Context: an optimization exercise on an open-source flow, tuned for small area. The choices shown serve that exercise and are no tape-out recipe. RTL that was checked went through simulation tests only; none was proved equivalent to the original.

==> flow/design.v (excerpt) <==
module mulNbit(a, b, clk, cin, rst, sum, cout);
	parameter N = 32;
	input [N-1:0] a, b;
	input cin, clk, rst;
	output reg [N-1:0] sum;
	output reg cout;
  ...
For scale: about 0.011 mm^2 of cells after synthesis.
Settings: LEC_CHECK=0, CAP_MARGIN=10, CORE_MARGIN=2, CORE_UTILIZATION=60, CTS_BUF_LIST=sky130_fd_sc_hd__clkbuf_4 sky130_fd_sc_hd__clkbuf_8, GPL_TIMING_DRIVEN=0, SLEW_MARGIN=10, SYNTH_HIERARCHICAL=1, SYNTH_MINIMUM_KEEP_SIZE=0; clock period 8.5 ns.
standard.sh (not shown) runs the stock make flow with config.mk's settings and CLKGATE_MAP_FILE= SYNTH_SCRIPT=/design/flow/synth_recipe.tcl, a recipe that flattens the netlist after the stock synthesis.
==> flow/flow/run.sh <==
#!/bin/bash
# The standard layout (standard.sh) with two changes:
#  - after the standard synthesis, every combinational cell is set to the
#    smallest drive strength of its family (flow/downsize.py); the resizer
#    in placement, CTS and routing upsizes what timing needs;
#  - the port buffers are the smallest buffer cell.
set -euo pipefail
ARGS=(BUFFER_PORTS_ARGS="-buffer_cell sky130_fd_sc_hd__buf_1")
R=orfs/results/sky130hd/mulNbit/base
bash standard.sh "${ARGS[@]}" synth > synth.log 2>&1
cp $R/1_2_yosys.v 1_2_yosys.standard.v
python3 flow/downsize.py "$FLOW_HOME/platforms/sky130hd/lib/sky130_fd_sc_hd__tt_025C_1v80.lib" $R/1_2_yosys.v > downsize.log 2>&1
rm -f $R/1_synth.odb $R/1_synth.sdc
bash standard.sh "${ARGS[@]}" finish > standard.log 2>&1
Other scripts of this flow, unchanged in this note and not shown: flow/flow/downsize.py
==> next run, changes <==
--- a/flow/config.mk
+++ b/flow/config.mk
@@ -9,5 +9,5 @@
 export CORE_MARGIN = 2
 export CORE_UTILIZATION = 60
-export CTS_BUF_LIST = sky130_fd_sc_hd__clkbuf_4 sky130_fd_sc_hd__clkbuf_8
+export CTS_BUF_LIST = sky130_fd_sc_hd__clkbuf_8 sky130_fd_sc_hd__clkbuf_16
 export GPL_TIMING_DRIVEN = 0
 export SLEW_MARGIN = 10
What happened:
- sequential cell count does not change
- utilization goes up by 0.47 points
- setup slack is better by 0.096 ns
- fmax rose by 1.2%
- die area is unchanged
- area after synthesis is unchanged
- critical path depth rises by 1
- clock-buffer cell count does not change
==> next run, changes <==
--- a/flow/config.mk
+++ b/flow/config.mk
@@ -9,6 +9,6 @@
 export CORE_MARGIN = 2
 export CORE_UTILIZATION = 60
-export CTS_BUF_LIST = sky130_fd_sc_hd__clkbuf_8 sky130_fd_sc_hd__clkbuf_16
-export GPL_TIMING_DRIVEN = 0
+export CTS_BUF_LIST = sky130_fd_sc_hd__clkbuf_4 sky130_fd_sc_hd__clkbuf_8
+export GPL_TIMING_DRIVEN = 1
 export SLEW_MARGIN = 10
 export SYNTH_HIERARCHICAL = 1
=> The changed run passed the timing, DRC and antenna checks. Setup slack is better by 0.25 ns. Die area does not change. Utilization went down by 0.25 points. Routed wire length went down by 4.8%. Synthesized cell count stays the same. Cell area went down by 0.36%.
Function was not checked in any run of this note: the RTL went through the layout flow alone.


Setup of oak:
Another version of the RTL of mulNbit (not shown whole).
For scale: ~1100 cells after synthesis, roughly 100 I/O pins, roughly 11000 um2 of cells after synthesis.
export LEC_CHECK = 0
export CAP_MARGIN = 10
export CORE_MARGIN = 2
export CORE_UTILIZATION = 60
export CTS_BUF_LIST = sky130_fd_sc_hd__clkbuf_4 sky130_fd_sc_hd__clkbuf_8
export GPL_TIMING_DRIVEN = 0
export PLACE_DENSITY = 0.85
export SETUP_SLACK_MARGIN = 0.05
export SLEW_MARGIN = 10
export SYNTH_HIERARCHICAL = 1
export SYNTH_MINIMUM_KEEP_SIZE = 0
create_clock -name core_clock -period 8.5 [get_ports {clk}]
==> flow/flow/downsize.py <==
#!/usr/bin/env python3
"""Set every combinational cell of the synthesized netlist to the smallest
drive strength of its family (same function, same pins); the placement and
routing steps' resizer then upsizes whatever timing needs.
usage: downsize.py LIB NETLIST  (rewrites NETLIST in place)"""
import re
import sys
import collections

lib = open(sys.argv[1]).read()
cells = {}
for m in re.finditer(r'\n\s*cell\s*\(\s*"?(\w+)"?\s*\)\s*\{', lib):
    name = m.group(1)
    start = m.end()
    nxt = lib.find('\n    cell (', start)
    body = lib[start:nxt if nxt > 0 else len(lib)]
    am = re.search(r'area\s*:\s*([\d.]+)', body)
    pins = tuple(sorted(re.findall(r'pin\s*\(\s*"?(\w+)"?\s*\)', body)))
    ff = 'ff (' in body or 'ff(' in body or 'latch' in body
    cells[name] = (float(am.group(1)) if am else 0.0, pins, ff)
fam = collections.defaultdict(list)
for name, (area, pins, ff) in cells.items():
    m = re.match(r'(sky130_fd_sc_hd__\w+?)_(\d+)$', name)
    if m:
        fam[(m.group(1), pins)].append((area, int(m.group(2)), name))
best = {}
for (base, pins), lst in fam.items():
    lst.sort()
    for area, n, name in lst:
        best[name] = lst[0][2]
net = open(sys.argv[2]).read()
count = collections.Counter()


def rep(m):
    name = m.group(1)
    if name not in cells or cells[name][2]:
        return m.group(0)
    if name.startswith(('sky130_fd_sc_hd__clkbuf', 'sky130_fd_sc_hd__conb')):
        return m.group(0)
    b = best.get(name, name)
    if cells[b][0] >= cells[name][0]:
        b = name
    if b != name:
        count[(name, b)] += 1
    return m.group(0).replace(name, b, 1)


net = re.sub(r'^\s*(sky130_fd_sc_hd__\w+)\s', rep, net, flags=re.M)
open(sys.argv[2], 'w').write(net)
for (a, b), n in sorted(count.items()):
    print('%4d %s -> %s' % (n, a, b))
Scripts as last shown in full above: flow/flow/run.sh
Edits applied to the flow inputs when going from oak to pine:
- changing PLACE_DENSITY from 0.85 to 0.7
[summary]
[compare] base=oak new=pine: I/O pin total saw little to no change, routed length on met2 saw little to no change.
Comparing the two runs side by side, pine comes out ahead of oak on wire length.

[re-timing with driven ports]
In the flow no input, the clock included, has a driving cell. The finished layouts below were timed again as built, in two steps.
Step 1 sets driving cells, clkbuf_16 on the clock port and buf_2 on the other inputs (assumed; they add their load-dependent delay and slew).
Step 2, shift: input delay + t, output delay - t, t = (earliest + latest rising clock arrival at the registers) / 2. This alone moves slack from input paths to output paths.
Slacks: ideal ports / drivers / drivers and shift; pairs: ideal ports / drivers.
run | shift t [ns] | setup slack, ns | hold slack, ns | worst setup path at the end
the first run of note 1 | 0.387 | 0.269 / 0.290 / -0.097 | 2.172 / 2.148 / 2.100 | input to register
the second run of note 1 | 0.351 | 0.366 / 0.392 / 0.041 | 2.236 / 2.209 / 2.098 | input to register
the third run of note 1 | 0.371 | 0.612 / 0.632 / 0.260 | 1.886 / 1.862 / 2.101 | input to register
oak | 0.366 | 0.291 / 0.307 / -0.059 | 2.064 / 2.046 / 2.100 | input to register
pine | 0.351 | 0.285 / 0.294 / -0.057 | 2.141 / 2.132 / 2.109 | input to register
With both steps, setup timing fails in the first run of note 1, oak and pine, where it was met with ideal ports. The setup slack of the first run of note 1, which loses most, moves by +0.021 ns with the drivers and by -0.366 ns with both steps.
